Context: an optimization exercise on an open-source flow, tuned for a short achievable clock period. The choices shown serve that exercise and are no tape-out recipe. The RTL was checked by simulation tests, not by an equivalence proof against the original design.

==> yarrow <==
Design riscv_core, start of the top module:
module riscv_core (
	input         clock,
	input         reset,
	output [31:0] PC_out,
	input  [31:0] instr_in,
	output        instr_en,
	output [31:0] data_addr,
	output        ren,
	output        wen,
	output [31:0] data_out,
	input  [31:0] data_in,
	output [3:0]  byte_select,
	input         memReady,
	input         software_interrupt,
	input         timer_interrupt,
	input         external_interrupt
);
	cpu cpu1 (
		.clock(clock),
		.reset(reset),
		.PC_out(PC_out),
		.instr_in(instr_in),
		.data_addr(data_addr),
		.ren(ren),
		.wen(wen),
		.instr_en(instr_en),
		.data_out(data_out),
		.data_in(data_in),
		.byte_select(byte_select),
		.software_interrupt(software_interrupt),
		.timer_interrupt(timer_interrupt),
		.external_interrupt(external_interrupt),
		.memReady(memReady)
	);
endmodule
export LEC_CHECK = 0
export CAP_MARGIN = 30
export CORE_MARGIN = 2
export CORE_UTILIZATION = 32
export SLEW_MARGIN = 30
create_clock -name core_clock -period 12.5 [get_ports {clock}]
standard.sh (not shown) runs the stock make flow with config.mk's settings and CLKGATE_MAP_FILE= SYNTH_SCRIPT=/design/flow/synth_recipe.tcl, a recipe that flattens the netlist after the stock synthesis.
==> flow/flow/run.sh <==
#!/bin/bash
# Layout flow: the standard flow (standard.sh) with these changes to how the
# layout is optimised; synthesis is the standard one, run first on its own.
#  - the setup repair steps aim for a larger slack margin, so that repair_timing
#    keeps improving paths that already meet the 12.5 ns clock;
#  - memReady and instr_en, the only input-to-output path, get adjacent pins;
#  - ports are buffered with buf_4 and the delay cells are not used, so that
#    the resizer does not put slow delay buffers on the port paths;
#  - after global routing, two more setup repair passes on global-route
#    parasitics, then the gate that drives instr_en's output buffer gets its
#    own memReady input buffer, placed with it next to the two pins
#    (flow/post_grt.tcl, flow/eco_io.tcl).
set -euo pipefail
here=$(pwd)
bash standard.sh synth > "$here/synth.log" 2>&1
export DONT_USE_CELLS="sky130_fd_sc_hd__dlygate4sd1_1 sky130_fd_sc_hd__dlygate4sd2_1 sky130_fd_sc_hd__dlygate4sd3_1 sky130_fd_sc_hd__clkdlybuf4s15_1 sky130_fd_sc_hd__clkdlybuf4s15_2 sky130_fd_sc_hd__clkdlybuf4s18_1 sky130_fd_sc_hd__clkdlybuf4s18_2 sky130_fd_sc_hd__clkdlybuf4s25_1 sky130_fd_sc_hd__clkdlybuf4s25_2 sky130_fd_sc_hd__clkdlybuf4s50_1 sky130_fd_sc_hd__clkdlybuf4s50_2 sky130_fd_sc_hd__dlymetal6s2s_1 sky130_fd_sc_hd__dlymetal6s4s_1 sky130_fd_sc_hd__dlymetal6s6s_1"
bash standard.sh SETUP_SLACK_MARGIN=7.3 IO_CONSTRAINTS="$here/flow/io.tcl" \
  "BUFFER_PORTS_ARGS=-buffer_cell sky130_fd_sc_hd__buf_4" \
  POST_GLOBAL_ROUTE_TCL="$here/flow/post_grt.tcl" finish > "$here/layout.log" 2>&1
==> flow/flow/post_grt.tcl <==
# POST_GLOBAL_ROUTE hook: more setup repair passes on global-route parasitics,
# then the ECO on the memReady -> instr_en path; changed nets are routed again
# and the route guides rewritten.
source [file join [file dirname [info script]] eco_io.tcl]
for {set pass 0} {$pass < 2} {incr pass} {
  estimate_parasitics -global_routing
  repair_timing -setup -setup_margin 7.5 -repair_tns 100 -skip_last_gasp
  global_route -start_incremental
  detailed_placement
  global_route -end_incremental
}
global_route -start_incremental
eco_io memReady instr_en sky130_fd_sc_hd__buf_2 2 sky130_fd_sc_hd__buf_4
detailed_placement
check_placement -verbose
global_route -end_incremental
estimate_parasitics -global_routing
report_worst_slack
write_guides $::env(RESULTS_DIR)/route.guide
Other scripts of this flow, unchanged in this note and not shown: flow/flow/eco_io.tcl, flow/flow/io.tcl
==> pepper: changes against yarrow <==
--- a/flow/design.v
+++ b/flow/design.v
@@ -38,16 +38,14 @@
 end
 endmodule
 module RegFile (input clock, reset,
 				input [4:0] raA, raB, wa,
 				input [31:0] raA_oh, raB_oh,	 
 				input [31:0] raC_oh,			 
 				output [31:0] rdC,
-				input [31:0] raD_oh,			 
-				output [31:0] rdD,
 				input wen,
 				input [31:0] wd,
 				output [31:0] rdA, rdB,
 				output [31:0] rdA_nb,	 
 				output byA);			 
 integer i;
 reg [31:0] data[31:0];
@@ -59,32 +57,29 @@
             data[2] <= 256;
     end
 	else begin
 		if (wen == 1'b1 && wa != 5'b0)
 			data[wa] <=  wd;
 	end
 end
-reg [31:0] rdA_rf, rdB_rf, rdC_rf, rdD_rf;
+reg [31:0] rdA_rf, rdB_rf, rdC_rf;
 integer j;
 always @(*) begin
 	rdA_rf = 32'b0;
 	rdB_rf = 32'b0;
 	rdC_rf = 32'b0;
-	rdD_rf = 32'b0;
 	for (j = 0; j < 32; j = j+1) begin
 		rdA_rf = rdA_rf | ({32{raA_oh[j]}} & data[j]);
 		rdB_rf = rdB_rf | ({32{raB_oh[j]}} & data[j]);
 		rdC_rf = rdC_rf | ({32{raC_oh[j]}} & data[j]);
-		rdD_rf = rdD_rf | ({32{raD_oh[j]}} & data[j]);
 	end
 end
 assign byA = (wen == 1'b1 && wa == raA && wa != 5'b0);
 assign rdA_nb = rdA_rf;
 assign rdC = rdC_rf;
-assign rdD = rdD_rf;
 assign rdA = byA ? wd : rdA_rf;
 assign rdB = (wen == 1'b1 && wa == raB && wa != 5'b0) ? wd : rdB_rf;
 endmodule
 module CSRFile (input clock, 
                 input reset,
                 input [11:0] csrAddr,
                 input [11:0] csrWAddr,
@@ -1021,23 +1016,17 @@
 	.imm_z(imm_z),
 	.opcode(IF2_instr[6:0])
 );
 reg [31:0] IFID_imm;
 assign signExtend = IFID_imm;
 reg [31:0] IFID_rs1_oh, IFID_rs2_oh;
 reg [31:0] IFID_rs1val;
-wire        if2_sel_in = (delayed_instr == 32'b0);
-wire [4:0]  rs1_in = instr[19:15];
-wire [4:0]  rs1_dl = bubble_ifid_delayed ? 5'b0 : delayed_instr[19:15];
-wire [31:0] rs1v_rf_in, rs1v_rf_dl;
-wire        rf_wr_in = MEMWB_RegWrite & (MEMWB_RegWriteAddr != 5'b0) & (MEMWB_RegWriteAddr == rs1_in);
-wire        rf_wr_dl = MEMWB_RegWrite & (MEMWB_RegWriteAddr != 5'b0) & (MEMWB_RegWriteAddr == rs1_dl);
-wire [31:0] rs1v_in = rf_wr_in ? MEMWB_wRegData : rs1v_rf_in;
-wire [31:0] rs1v_dl = rf_wr_dl ? MEMWB_wRegData : rs1v_rf_dl;
-wire [31:0] rs1v_if2 = if2_sel_in ? rs1v_in : rs1v_dl;
+wire [31:0] rs1v_rf_if2;
+wire rf_wr_if2 = MEMWB_RegWrite & (MEMWB_RegWriteAddr != 5'b0) & (MEMWB_RegWriteAddr == IF2_instr[19:15]);
+wire [31:0] rs1v_if2 = rf_wr_if2 ? MEMWB_wRegData : rs1v_rf_if2;
 wire [31:0] rdA_f = rf_byA ? MEMWB_wRegData : IFID_rs1val;	 
 wire [31:0] rs1_oh_if2 = 32'b1 << IF2_instr[19:15];
 wire [31:0] rs2_oh_if2 = 32'b1 << IF2_instr[24:20];
 wire ifid_clear = bubble_ifid_delayed | bubble_ifid;
 wire [31:0] IFID_instr_d = ifid_clear ? 32'b0 : (write_ifid ? IF2_instr : IFID_instr);
 always @(posedge clock or negedge reset)
 begin
@@ -1094,18 +1083,16 @@
 RegFile cpu_regs (
 	.clock(clock),
 	.reset(reset),
 	.raA(instr_rs1),
 	.raB(instr_rs2),
 	.raA_oh(IFID_rs1_oh),
 	.raB_oh(IFID_rs2_oh),
-	.raC_oh(32'b1 << rs1_in),
-	.rdC(rs1v_rf_in),
-	.raD_oh(32'b1 << rs1_dl),
-	.rdD(rs1v_rf_dl),
+	.raC_oh(rs1_oh_if2),
+	.rdC(rs1v_rf_if2),
 	.wa(MEMWB_RegWriteAddr),
 	.wen(MEMWB_RegWrite),
 	.wd(MEMWB_wRegData),
 	.rdA(rdA),
 	.rdB(rdB),
 	.rdA_nb(rdA_nb),
 	.byA(rf_byA)
@@ -1314,48 +1301,43 @@
 wire [31:0] alu_add = ALUInA + ALUInB;
 wire [31:0] alu_sub = ALUInA - ALUInB;
 wire [32:0] alu_usub = {1'b0, ALUInA} - {1'b0, ALUInB};
 wire signed [31:0] sALUInA = ALUInA;
 wire signed [31:0] sALUInB = ALUInB;
 wire        alu_lt  = sALUInA < sALUInB;
 wire        alu_ltu = ALUInA < ALUInB;
-reg  [31:0] shA;
-reg  [4:0]  shamt;
-wire signed [31:0] sshA = shA;
-wire [31:0] alu_sra = sshA >>> shamt;
+wire [31:0] alu_sra = sALUInA >>> ALUInB[4:0];
 wire [31:0] alu_log =
 	({32{IDEX_op[O_XOR]}}   & (ALUInA ^ ALUInB)) |
 	({32{IDEX_op[O_OR]}}    & (ALUInA | ALUInB)) |
 	({32{IDEX_op[O_AND]}}   & (ALUInA & ALUInB)) |
 	({32{IDEX_op[O_LUI]}}   & {ALUInB[31:12], 12'b0});
 wire        alu_clr = (ALUInA == 32'b0) & ALUInB[0];
 wire [31:0] alu_sh =
-	({32{IDEX_op[O_SLL]}}   & (shA << shamt)) |
-	({32{IDEX_op[O_SRL]}}   & (shA >> shamt)) |
+	({32{IDEX_op[O_SLL]}}   & (ALUInA << ALUInB[4:0])) |
+	({32{IDEX_op[O_SRL]}}   & (ALUInA >> ALUInB[4:0])) |
 	({32{IDEX_op[O_SRA]}}   & alu_sra);
 wire        alu_ltx = (IDEX_op[O_SLT] & alu_lt) | (IDEX_op[O_SLTU] & alu_ltu) | (IDEX_op[O_CLEAR] & alu_clr);
 wire        op_log = IDEX_op[O_XOR] | IDEX_op[O_OR] | IDEX_op[O_AND] | IDEX_op[O_LUI];
 wire        op_sh  = IDEX_op[O_SLL] | IDEX_op[O_SRL] | IDEX_op[O_SRA];
 wire        op_lt  = IDEX_op[O_SLT] | IDEX_op[O_SLTU] | IDEX_op[O_CLEAR];
 wire [31:0] ALUOut =
 	({32{IDEX_op[O_ADD]}}   & alu_add) |
 	({32{IDEX_op[O_SUB]}}   & alu_sub) |
 	alu_log | alu_sh | {31'b0, alu_ltx} |
 	({32{IDEX_op[O_SUBU]}}  & alu_usub[32:1]);
-wire [31:0] br_sub  = bypassOutA - bypassOutB;
-wire [32:0] br_usub = {1'b0, bypassOutA} - {1'b0, bypassOutB};
 reg brcond;
 always @(*) begin
 	case (IDEX_funct3)
-		3'b000:	brcond = (bypassOutA == bypassOutB);
-		3'b001:	brcond = (bypassOutA != bypassOutB);
-		3'b100:	brcond = br_sub[31];
-		3'b101:	brcond = ~br_sub[31];
-		3'b110:	brcond = br_usub[32];
-		3'b111:	brcond = ~br_usub[32];
+		3'b000:	brcond = (ALUInA == ALUInB);
+		3'b001:	brcond = (ALUInA != ALUInB);
+		3'b100:	brcond = alu_sub[31];
+		3'b101:	brcond = ~alu_sub[31];
+		3'b110:	brcond = alu_usub[32];
+		3'b111:	brcond = ~alu_usub[32];
 		default:		brcond = 1'b0;
 	endcase
 end
 assign RegWriteAddr = (IDEX_RegDst==1'b0) ? IDEX_instr_rs2 : IDEX_instr_rd;
 always @(posedge clock or negedge reset)
 begin
 	if ((reset == 1'b0)) begin
@@ -1557,20 +1539,15 @@
 wire [31:0] opA2_new = csr_imm_id ? {27'b0, instr_rs1} : rdA_f;
 wire [31:0] opB_new  = (Jump | JumpJALR) ? 32'd4 : ALUSrc ? signExtend : rdB;
 wire [31:0] IDEX_opA_d  = bubble_idex ? 32'b0 : (write_idex ? opA_new : IDEX_opA);
 wire [31:0] IDEX_opA2_d = bubble_idex ? 32'b0 : (write_idex ? opA2_new : IDEX_opA2);
 wire [31:0] IDEX_opB_d  = bubble_idex ? 32'b0 : (write_idex ? opB_new : IDEX_opB);
 wire [31:0] IDEX_rdB_d  = bubble_idex ? 32'b0 : (write_idex ? rdB : IDEX_rdB);
 wire [31:0] EXMEM_ALUOut_d = bubble_exmem ? 32'b0 : (write_exmem ? ALUOut : EXMEM_ALUOut);
-wire [NOPS-1:0] IDEX_op_d = bubble_idex ? (1 << O_ADD) : (write_idex ? op_id : IDEX_op);
-wire        op_sh_d = IDEX_op_d[O_SLL] | IDEX_op_d[O_SRL] | IDEX_op_d[O_SRA];
 wire [31:0] wbX_d = rt01_d ? (write_memwb ? wbData_nx : MEMWB_wbData) : (write_memwb ? wRegData_nx : MEMWB_wRegData);
-wire [31:0] ALUInA_d = ({32{aA_op_d}} & IDEX_opA_d) | ({32{aA_ex_d}} & EXMEM_ALUOut_d) | ({32{aA_wb_d}} & wbX_d);
-wire [31:0] ALUInB_d = ({32{aB_op_d}} & IDEX_opB_d) | ({32{aB_ex_d}} & EXMEM_ALUOut_d) | ({32{aB_wb_d}} & wbX_d) |
-                       ({32{aB_csr_d}} & csr_data_nx);
 wire [31:0] ifid_nx = IFID_instr_d;
 wire        sys_nx  = ~IDEX_Jump_d & ~IDEX_JumpJALR_d & (ifid_nx[6:0] == 7'b1110011) & (ifid_nx[14:12] == 3'b000);
 wire        s2_d    = (IDEX_Branch_d | EXMEM_Branch_d) & sys_nx;
 wire        s34_d   = ((ifid_nx[6:0] == 7'b0000011) & IDEX_MemWrite_d) |
                       (IDEX_MemRead_d & ((IDEX_rd_d == ifid_nx[19:15]) | (IDEX_rd_d == ifid_nx[24:20])));
 wire        X_d     = ~int_taken_nx & (EXMEM_JumpJALR_d | brtaken_d);
 wire ldf_ex = IDEX_RegWrite & (RegWriteAddr != 5'b0) & (RegWriteAddr == instr_rs1);
@@ -1591,54 +1568,59 @@
 assign ld_wbr = (({32{wb_a}} & EXMEM_ALUOut) | ({32{wb_c}} & EXMEM_csr_data)) + signExtend;
 assign ld_rfw = MEMWB_wRegData + signExtend;
 assign ld_rfr = IFID_rs1val + signExtend;
 wire        ld_enter  = MemRead & ~(int_trap | PCSrc | s2_q | s34_q);
 wire        ldsel_x   = ld_enter & ldf_ex;
 wire        ldsel_w   = ld_enter & ~ldf_ex & ldf_wb;
 wire        ldsel_r   = ld_enter & ~ldf_ex & ~ldf_wb;
+wire [31:0] da_add_d = {32{ldsel_x & IDEX_op[O_ADD]}} & ld_add;
+wire [31:0] da_sub_d = {32{ldsel_x & IDEX_op[O_SUB]}} & ld_sub;
+wire [31:0] da_log_d = {32{ldsel_x & op_log}} & ld_log;
 wire [31:0] da_sh_d  = {32{ldsel_x & op_sh}} & ld_sh;
 wire [31:0] da_oth_d =
-	({32{ldsel_x & IDEX_op[O_ADD]}} & ld_add) | ({32{ldsel_x & IDEX_op[O_SUB]}} & ld_sub) |
-	({32{ldsel_x & op_log}} & ld_log) | ({32{ldsel_x & op_lt}} & ld_lt) |
+	({32{ldsel_x & op_lt}} & ld_lt) |
 	({32{ldsel_w & wb_m}} & ld_wbm) | ({32{ldsel_w & ~wb_m}} & ld_wbr) |
 	({32{ldsel_r & rf_byA}} & ld_rfw) | ({32{ldsel_r & ~rf_byA}} & ld_rfr) |
 	({32{~ld_enter}} & staddr);
-reg [31:0] da_sh_q, da_oth_q;
-wire [31:0] da_q = da_sh_q | da_oth_q;
+reg [31:0] da_add_q, da_sub_q, da_log_q, da_sh_q, da_oth_q;
+wire [31:0] da_q = da_add_q | da_sub_q | da_log_q | da_sh_q | da_oth_q;
 always @(posedge clock or negedge reset)
 begin
 	if (reset == 1'b0) begin
 		bypassOutA <= 32'b0;
 		bypassOutB <= 32'b0;
 		ALUInA <= 32'b0;
 		ALUInB <= 32'b0;
-		shA <= 32'b0;
-		shamt <= 5'b0;
 		wbX <= 32'b0;
 		s2_q  <= 1'b0;
 		s34_q <= 1'b0;
 		X_q   <= 1'b0;
 		Y_q   <= 1'b0;
+		da_add_q <= 32'b0;
+		da_sub_q <= 32'b0;
+		da_log_q <= 32'b0;
 		da_sh_q  <= 32'b0;
 		da_oth_q <= 32'b0;
 	end
 	else begin
 		bypassOutA <= ({32{bA_op_d}} & IDEX_opA2_d) | ({32{bA_ex_d}} & EXMEM_ALUOut_d) | ({32{bA_wb_d}} & wbX_d);
 		bypassOutB <= ({32{bB_rf_d}} & IDEX_rdB_d) | ({32{bB_ex_d}} & EXMEM_ALUOut_d) | ({32{bB_wb_d}} & wbX_d) |
 		              ({32{bB_csr_d}} & csr_data_nx);
-		ALUInA <= ALUInA_d;
-		ALUInB <= ALUInB_d;
-		shA <= {32{op_sh_d}} & ALUInA_d;
-		shamt <= {5{op_sh_d}} & ALUInB_d[4:0];
+		ALUInA <= ({32{aA_op_d}} & IDEX_opA_d) | ({32{aA_ex_d}} & EXMEM_ALUOut_d) | ({32{aA_wb_d}} & wbX_d);
+		ALUInB <= ({32{aB_op_d}} & IDEX_opB_d) | ({32{aB_ex_d}} & EXMEM_ALUOut_d) | ({32{aB_wb_d}} & wbX_d) |
+		          ({32{aB_csr_d}} & csr_data_nx);
 		wbX <= wbX_d;
 		s2_q  <= s2_d;
 		s34_q <= s34_d;
 		X_q   <= X_d;
 		Y_q   <= ~s2_d & s34_d;
 		if (mr == 1'b1) begin
+			da_add_q <= da_add_d;
+			da_sub_q <= da_sub_d;
+			da_log_q <= da_log_d;
 			da_sh_q  <= da_sh_d;
 			da_oth_q <= da_oth_d;
 		end
 	end
 end
 assign ren = IDEX_MemRead & ~brtaken_q;
 assign data_addr = da_q;
==> flow/flow/run.sh (replaced) <==
#!/bin/bash
# Layout flow: the standard flow (standard.sh) with these changes to how the
# layout is optimised; synthesis is the standard one, run first on its own.
#  - the setup repair steps aim for a larger slack margin, so that repair_timing
#    keeps improving paths that already meet the 12.5 ns clock;
#  - memReady and instr_en, the only input-to-output path, get adjacent pins;
#  - ports are buffered with buf_4 and the delay cells are not used, so that
#    the resizer does not put slow delay buffers on the port paths;
#  - after global routing, the gate that drives instr_en's output buffer gets
#    its own memReady input buffer, placed with it next to the two pins
#    (flow/post_grt.tcl, flow/eco_io.tcl).
set -euo pipefail
here=$(pwd)
bash standard.sh synth > "$here/synth.log" 2>&1
export DONT_USE_CELLS="sky130_fd_sc_hd__dlygate4sd1_1 sky130_fd_sc_hd__dlygate4sd2_1 sky130_fd_sc_hd__dlygate4sd3_1 sky130_fd_sc_hd__clkdlybuf4s15_1 sky130_fd_sc_hd__clkdlybuf4s15_2 sky130_fd_sc_hd__clkdlybuf4s18_1 sky130_fd_sc_hd__clkdlybuf4s18_2 sky130_fd_sc_hd__clkdlybuf4s25_1 sky130_fd_sc_hd__clkdlybuf4s25_2 sky130_fd_sc_hd__clkdlybuf4s50_1 sky130_fd_sc_hd__clkdlybuf4s50_2 sky130_fd_sc_hd__dlymetal6s2s_1 sky130_fd_sc_hd__dlymetal6s4s_1 sky130_fd_sc_hd__dlymetal6s6s_1"
bash standard.sh SETUP_SLACK_MARGIN=7.3 IO_CONSTRAINTS="$here/flow/io.tcl" \
  "BUFFER_PORTS_ARGS=-buffer_cell sky130_fd_sc_hd__buf_4" \
  POST_GLOBAL_ROUTE_TCL="$here/flow/post_grt.tcl" finish > "$here/layout.log" 2>&1
==> flow/flow/post_grt.tcl (replaced) <==
# POST_GLOBAL_ROUTE hook: ECO on the memReady -> instr_en path, then the
# changed nets are routed again and the route guides rewritten.
source [file join [file dirname [info script]] eco_io.tcl]
global_route -start_incremental
eco_io memReady instr_en sky130_fd_sc_hd__buf_2 2 sky130_fd_sc_hd__buf_4
detailed_placement
check_placement -verbose
global_route -end_incremental
estimate_parasitics -global_routing
report_checks -to instr_en -fields {fanout cap slew}
write_guides $::env(RESULTS_DIR)/route.guide
Settings changed: CAP_MARGIN 30 to 20, SLEW_MARGIN 30 to 20.
==> run_results.csv <==
group,metric,value,unit
final_layout,num-fill-cells,44400,
placement,placed_cell_area,0.150,mm²
status,run_status,"finished clean",
final_layout,antenna-diode-count,57,
synth,yosysTopAreaCellShare,42.4,%
synth,synth.avg_cell_area,9.77,µm²
synth,sequential_element_share_of_the_synthesized_area,42.5,%
sta,fin_worst_skew,0.0942,ns
sta,final.hold.worst_slack,0.403,ns
(the above is from pepper)
==> run_results.csv <==
group,metric,value,unit
status,run_status,"failed layout checks",
status,check-failures,"antenna violations",
final_layout,num-fill-cells,45700,
synth,sequential_element_share_of_the_synthesized_area,40.1,%
sta,fin_worst_skew,0.0940,ns
routing,drt.antenna.violating_nets,1,
synth,synth.avg_cell_area,9.52,µm²
(the above is from yarrow)

afterwards: timing with drivers on the ports:
Ports are ideal in the flow. The routed layouts listed here were re-timed in OpenROAD. Step 1 (the two cells are an assumption about what drives the block):
set clk [get_ports {clock}]
set_driving_cell -lib_cell sky130_fd_sc_hd__clkbuf_16 $clk
set_driving_cell -lib_cell sky130_fd_sc_hd__buf_2 [delete_from_list [all_inputs] $clk]
Step 2, shift: input delay + t, output delay - t, t = (earliest + latest rising clock arrival at the registers) / 2. This alone moves slack from input paths to output paths. Three values: ideal, step 1, step 2; two values: the first two.
| run | t (ns) | setup WS [ns] | latest minus earliest clock arrival (ns) |
|---|---|---|---|
| yarrow | 1.081 | 7.082 / 6.879 / 6.029 | 0.110 / 0.109 |
| pepper | 1.086 | 7.100 / 6.964 / 6.157 | 0.099 / 0.098 |
For yarrow, which loses most, drivers alone change the setup slack by -0.203 ns; drivers and shift together by -1.053 ns.
